Context: an optimization exercise on an open-source flow, tuned for small area, a short achievable clock period and few clock cycles per item. The choices shown serve that exercise and are no tape-out recipe.
At most, simulation tests tie the RTL to the original design; equivalence was not proved.
Power figures rest on the tool's default switching activity, not on a simulated workload.

== old ==
Design ALU_top, start of the top module:
module ALU_top(
    input soc_clk,
    input reset,
    input [31:0] ALU_dat1,
    input [31:0] ALU_dat2,
    input [5:0] Instruction_from_CU,
    output ALU_overflow,
    output ALU_con_met,
    output ALU_zero,
    output ALU_err,
    output ALU_ready,
    output [31:0] ALU_out,
    output ALU_accept
);
Settings: LEC_CHECK=0, ABC_AREA=1, CAP_MARGIN=20, CORE_MARGIN=2, CORE_UTILIZATION=40, SLEW_MARGIN=20; clock period 14.0 ns.
standard.sh (not shown) runs the stock make flow with config.mk's settings and CLKGATE_MAP_FILE= SYNTH_SCRIPT=/design/flow/synth_recipe.tcl, a recipe that flattens the netlist after the stock synthesis.
==> flow/flow/run.sh <==
#!/bin/bash
# Standard ORFS layout (the standard.sh), with plain buf_2 port buffers and a
# setup margin so that the repair steps size the logic for a shorter period.
set -euo pipefail
bash standard.sh "BUFFER_PORTS_ARGS=-buffer_cell sky130_fd_sc_hd__buf_2" SETUP_SLACK_MARGIN=9.0 finish > standard.log 2>&1
Both conditions hold for old: the flow ran to the end and the final layout passed the timing, design-rule and antenna checks.
Modified inputs, new compared to old
==> flow/flow/run.sh <==
#!/bin/bash
# Standard ORFS layout (the standard.sh), with plain buf_2 port buffers and a
# setup margin so that the repair steps size the logic for a shorter period.
set -euo pipefail
bash standard.sh "BUFFER_PORTS_ARGS=-buffer_cell sky130_fd_sc_hd__buf_2" SETUP_SLACK_MARGIN=8.5 finish > standard.log 2>&1
Results
Timing, DRC, antenna: 0 failures across new and old. Sort new and old by detailed-routing iteration count for the pre-antenna-repair pass, ascending, and new comes first. Compare new and old | fraction of area in multi-input gates lower: old. In new, the routed wire length came out about 8% below the value in old. Taking old as the reference, in new area growth from synthesis to final layout shrank by 17 points, setup slack lower. Looking at count of buffers added by post-CTS timing repair for setup, new sits below old.
Function was not checked in any run of this note: the RTL went through the layout flow alone.


## exp/zinc
ALU_top, a different RTL version from the one above (not shown whole).
Size in the first run: ~1000 cells after synthesis, about 35 flip-flops, about 110 I/O pins, ~5700 µm² of cells after synthesis.
clock: 14.0 ns
lec_check: 0
abc_area: 1
cap_margin: 20
core_margin: 2
core_utilization: 60
gpl_timing_driven: 1
slew_margin: 20
==> flow/flow/run.sh <==
#!/bin/bash
# Standard ORFS layout (the standard.sh), with plain buf_2 port buffers and a
# setup margin so that the repair steps size the logic for a shorter period.
set -euo pipefail
bash standard.sh "BUFFER_PORTS_ARGS=-buffer_cell sky130_fd_sc_hd__buf_2" SETUP_SLACK_MARGIN=8.0 finish > standard.log 2>&1
Testbench counts of exp/zinc, summed over its fixed seeds: cycles 24,000, items 12,000.
Input changes introduced in exp/xenon (baseline for comparison: exp/zinc):
# exp/zinc
export LEC_CHECK = 0
export ABC_AREA = 1
export CAP_MARGIN = 20
export CORE_MARGIN = 2
export CORE_UTILIZATION = 60
export GPL_TIMING_DRIVEN = 1
export SLEW_MARGIN = 20
create_clock -name core_clock -period 14.0 [get_ports {soc_clk}]
# exp/xenon
export LEC_CHECK = 0
export ABC_AREA = 1
export CAP_MARGIN = 20
export CORE_MARGIN = 2
export CORE_UTILIZATION = 60
export SLEW_MARGIN = 20
create_clock -name core_clock -period 14.0 [get_ports {soc_clk}]
==> flow/flow/run.sh <==
#!/bin/bash
# Standard ORFS layout (the standard.sh), with plain buf_2 port buffers, a
# setup margin so that the repair steps size the logic for a shorter period,
# and clock tree synthesis without dummy balancing loads.
set -euo pipefail
bash standard.sh "BUFFER_PORTS_ARGS=-buffer_cell sky130_fd_sc_hd__buf_2" SETUP_SLACK_MARGIN=8.5 RECOVER_POWER=100 \
  "CTS_ARGS=-sink_clustering_enable -repair_clock_nets -dont_use_dummy_load" finish > standard.log 2>&1
### Flow results
Between exp/zinc and exp/xenon, the worst hold margin does not differ in any meaningful way. Although exp/xenon finished all stages, its layout failed final checks on max-capacitance violations, max-slew violations. As far as die footprint goes, exp/zinc and exp/xenon are indistinguishable; the numbers are identical. exp/xenon — maximum resistive drop on vdd about 5% lower, exp/zinc as reference. Max clock period minus worst slack across exp/xenon and exp/zinc: exp/xenon. Re sequential share of layout area: exp/zinc was higher than exp/xenon.
The following lists how exp/willow was set up differently from exp/xenon:
# exp/xenon
export LEC_CHECK = 0
export ABC_AREA = 1
export CAP_MARGIN = 20
export CORE_MARGIN = 2
export CORE_UTILIZATION = 60
export SLEW_MARGIN = 20
create_clock -name core_clock -period 14.0 [get_ports {soc_clk}]
# exp/willow
export LEC_CHECK = 0
export ABC_AREA = 1
export CAP_MARGIN = 20
export CORE_MARGIN = 2
export CORE_UTILIZATION = 60
export CTS_BUF_LIST = sky130_fd_sc_hd__clkbuf_8
export SLEW_MARGIN = 20
create_clock -name core_clock -period 14.0 [get_ports {soc_clk}]
==> flow/flow/run.sh <==
#!/bin/bash
# Standard ORFS layout (the standard.sh), with plain buf_2 port buffers and a
# setup margin so that the repair steps size the logic for a shorter period.
set -euo pipefail
bash standard.sh "BUFFER_PORTS_ARGS=-buffer_cell sky130_fd_sc_hd__buf_2" SETUP_SLACK_MARGIN=8.0 finish > standard.log 2>&1
Notes after the runs:
FAIL: exp/xenon; every other run in exp/xenon and exp/willow is clean. From the logs: exp/xenon reached the end of the flow and failed the layout checks with max-capacitance violations, max-slew violations. In the flow results for exp/xenon and exp/willow, the arrival time of data at the critical path endpoint is larger on exp/xenon. exp/willow reports its timing startpoint of the critical path as Instruction_from_CU[1] while exp/xenon reports Instruction_from_CU[4]. The maximum frequency number comes out higher for exp/willow vs exp/xenon. [diff] final critical delay including setup and external delays, exp/willow relative to exp/xenon: improvement. Cell area | exp/willow vs exp/xenon | exp/willow smaller. Diff exp/xenon -> exp/willow | fraction of area in clock buffers and inverters | increase of 0.77 points. Sequential share of layout area | exp/willow above exp/xenon.
Setup changes, exp/willow to exp/juniper
# exp/willow
export LEC_CHECK = 0
export ABC_AREA = 1
export CAP_MARGIN = 20
export CORE_MARGIN = 2
export CORE_UTILIZATION = 60
export CTS_BUF_LIST = sky130_fd_sc_hd__clkbuf_8
export SLEW_MARGIN = 20
create_clock -name core_clock -period 14.0 [get_ports {soc_clk}]
# exp/juniper
export LEC_CHECK = 0
export ABC_AREA = 1
export CAP_MARGIN = 20
export CORE_MARGIN = 2
export CORE_UTILIZATION = 60
export SLEW_MARGIN = 20
create_clock -name core_clock -period 14.0 [get_ports {soc_clk}]
==> flow/flow/run.sh <==
#!/bin/bash
# Standard ORFS layout (the standard.sh), with plain buf_2 port buffers, a
# setup margin so that the repair steps size the logic for a shorter period,
# and clock tree synthesis without dummy balancing loads.
set -euo pipefail
bash standard.sh "BUFFER_PORTS_ARGS=-buffer_cell sky130_fd_sc_hd__buf_2" SETUP_SLACK_MARGIN=8.25 \
  "CTS_ARGS=-sink_clustering_enable -repair_clock_nets -dont_use_dummy_load" finish > standard.log 2>&1
==> comparison <==
- Power: exp/juniper draws less than exp/willow
- Against exp/willow, exp/juniper reports a detailed-route via count that is higher.
- Changes observed in exp/juniper relative to exp/willow: maximum operating frequency has increased, fraction of power spent switching nets has increased, delay of the slowest cell on the worst path has decreased.
- Diff exp/willow -> exp/juniper: global-route wire length before repair higher, worst hold slack roughly the same.
- There was hardly any difference in clock-pin slew on the worst setup and hold paths between exp/willow and exp/juniper.
- [exp/juniper vs exp/willow] proportion of power drawn by combinational gates: higher in exp/juniper
The inputs of exp/delta differ from those of exp/juniper as listed below.
--- a/flow/flow/run.sh
+++ b/flow/flow/run.sh
@@ -6 +6 @@
-bash standard.sh "BUFFER_PORTS_ARGS=-buffer_cell sky130_fd_sc_hd__buf_2" SETUP_SLACK_MARGIN=8.25 \
+bash standard.sh "BUFFER_PORTS_ARGS=-buffer_cell sky130_fd_sc_hd__buf_2" SETUP_SLACK_MARGIN=8.15 RECOVER_POWER=50 \
### Flow results
Both conditions hold for exp/juniper: the flow ran to the end and the final layout passed the timing, design-rule and antenna checks.
exp/delta: flow completed, timing, DRC and antenna clean
Number of sequential cells in the layout: exp/juniper vs exp/delta identical
ha_1 as the cell with the largest stage delay on the worst path was reported by exp/juniper, and a211oi_2 by exp/delta.
exp/delta against exp/juniper: routed wire length went down by 3.1%; standby leakage power went down.
Non-clock inverter instance count of the final layout ends up lower on exp/delta.
Looking at detailed-route via count across both flows, exp/delta is the stronger of the two, with exp/juniper trailing.
The register-to-register slack of exp/juniper and that of exp/delta are within noise of each other.
Per the comparison of exp/delta with exp/juniper, final critical-path required period closely matched the old numbers, total power lower.
In exp/delta the switching power summed over all nets turned out 5.4 µW lower than in exp/juniper.
Input-level comparison between exp/ember and exp/delta:
# exp/delta
export LEC_CHECK = 0
export ABC_AREA = 1
export CAP_MARGIN = 20
export CORE_MARGIN = 2
export CORE_UTILIZATION = 60
export SLEW_MARGIN = 20
create_clock -name core_clock -period 14.0 [get_ports {soc_clk}]
# exp/ember
export LEC_CHECK = 0
export ABC_AREA = 1
export CAP_MARGIN = 20
export CORE_MARGIN = 2
export CORE_UTILIZATION = 40
export SLEW_MARGIN = 20
create_clock -name core_clock -period 14.0 [get_ports {soc_clk}]
==> flow/flow/run.sh <==
#!/bin/bash
# Standard ORFS layout (the standard.sh), with plain buf_2 port buffers and a
# setup margin so that the repair steps size the logic for a shorter period.
set -euo pipefail
bash standard.sh "BUFFER_PORTS_ARGS=-buffer_cell sky130_fd_sc_hd__buf_2" SETUP_SLACK_MARGIN=8.5 finish > standard.log 2>&1
Compared with exp/delta, exp/ember shows a synthesis-to-finish area growth that is 11 points higher.
Against exp/delta, exp/ember comes in 0.011 ns lower on post-route worst hold slack.
On exp/ember: relative area of clock buffers and inverters in the final design is 0.94 points higher than what exp/delta gave.
In the final reports, the cell area of exp/ember is larger than that of exp/delta.
Against exp/delta, exp/ember reports a number of core rows that is higher.
On exp/ember: setup slack is 0.099 ns higher than what exp/delta gave.
Pre-CTS setup slack ends up higher on exp/ember.
Filler-free cell count of the finished design sits higher in exp/ember than in exp/delta.
As of exp/ember, post-detailed-placement cell area had risen slightly compared to exp/delta.
Looking at power spent charging and discharging nets across exp/delta and exp/ember, the one that comes out higher is exp/ember.
For exp/delta, the critical path's slowest cell was a211oi_2, unlike exp/ember, where it was a221oi_1.
Across both runs, number of gates resized after cts was higher for exp/ember than for exp/delta.

==> static timing again, ports no longer ideal <==
How much do the figures lean on ideal ports? The routed layouts below were timed once more, with nothing changed but the port constraints. Step 1 (the two cells are an assumption about what drives the block):
set clk [get_ports {soc_clk}]
set_driving_cell -lib_cell sky130_fd_sc_hd__clkbuf_16 $clk
set_driving_cell -lib_cell sky130_fd_sc_hd__buf_2 [delete_from_list [all_inputs] $clk]
Step 2, shift: input delay + t, output delay - t, t = (earliest + latest rising clock arrival at the registers) / 2. This alone moves slack from input paths to output paths. Slacks: ideal / step 1 / step 2; pairs: ideal / step 1.
| run | shift t [ns] | setup WS [ns] | latest minus earliest clock arrival (ns) | worst register clock-pin slew, ns |
|---|---|---|---|---|
| old | 0.322 | 8.790 / 8.765 / 8.444 | 0.007 / 0.007 | 0.06 / 0.06 |
| new | 0.311 | 8.606 / 8.619 / 8.308 | 0.008 / 0.008 | 0.06 / 0.06 |
| exp/zinc | 0.320 | 8.246 / 8.255 / 7.935 | 0.015 / 0.016 | 0.09 / 0.09 |
| exp/xenon | 0.318 | 5.886 / 5.896 / 5.578 | 0.014 / 0.014 | 0.07 / 0.07 |
| exp/willow | 0.320 | 8.246 / 8.255 / 7.935 | 0.015 / 0.016 | 0.09 / 0.09 |
| exp/juniper | 0.316 | 8.385 / 8.382 / 8.066 | 0.013 / 0.012 | 0.07 / 0.07 |
| exp/delta | 0.318 | 8.388 / 8.387 / 8.069 | 0.014 / 0.014 | 0.07 / 0.07 |
| exp/ember | 0.320 | 8.487 / 8.479 / 8.159 | 0.010 / 0.010 | 0.06 / 0.06 |
For old, which loses most, drivers alone change the setup slack by -0.025 ns; drivers and shift together by -0.346 ns.
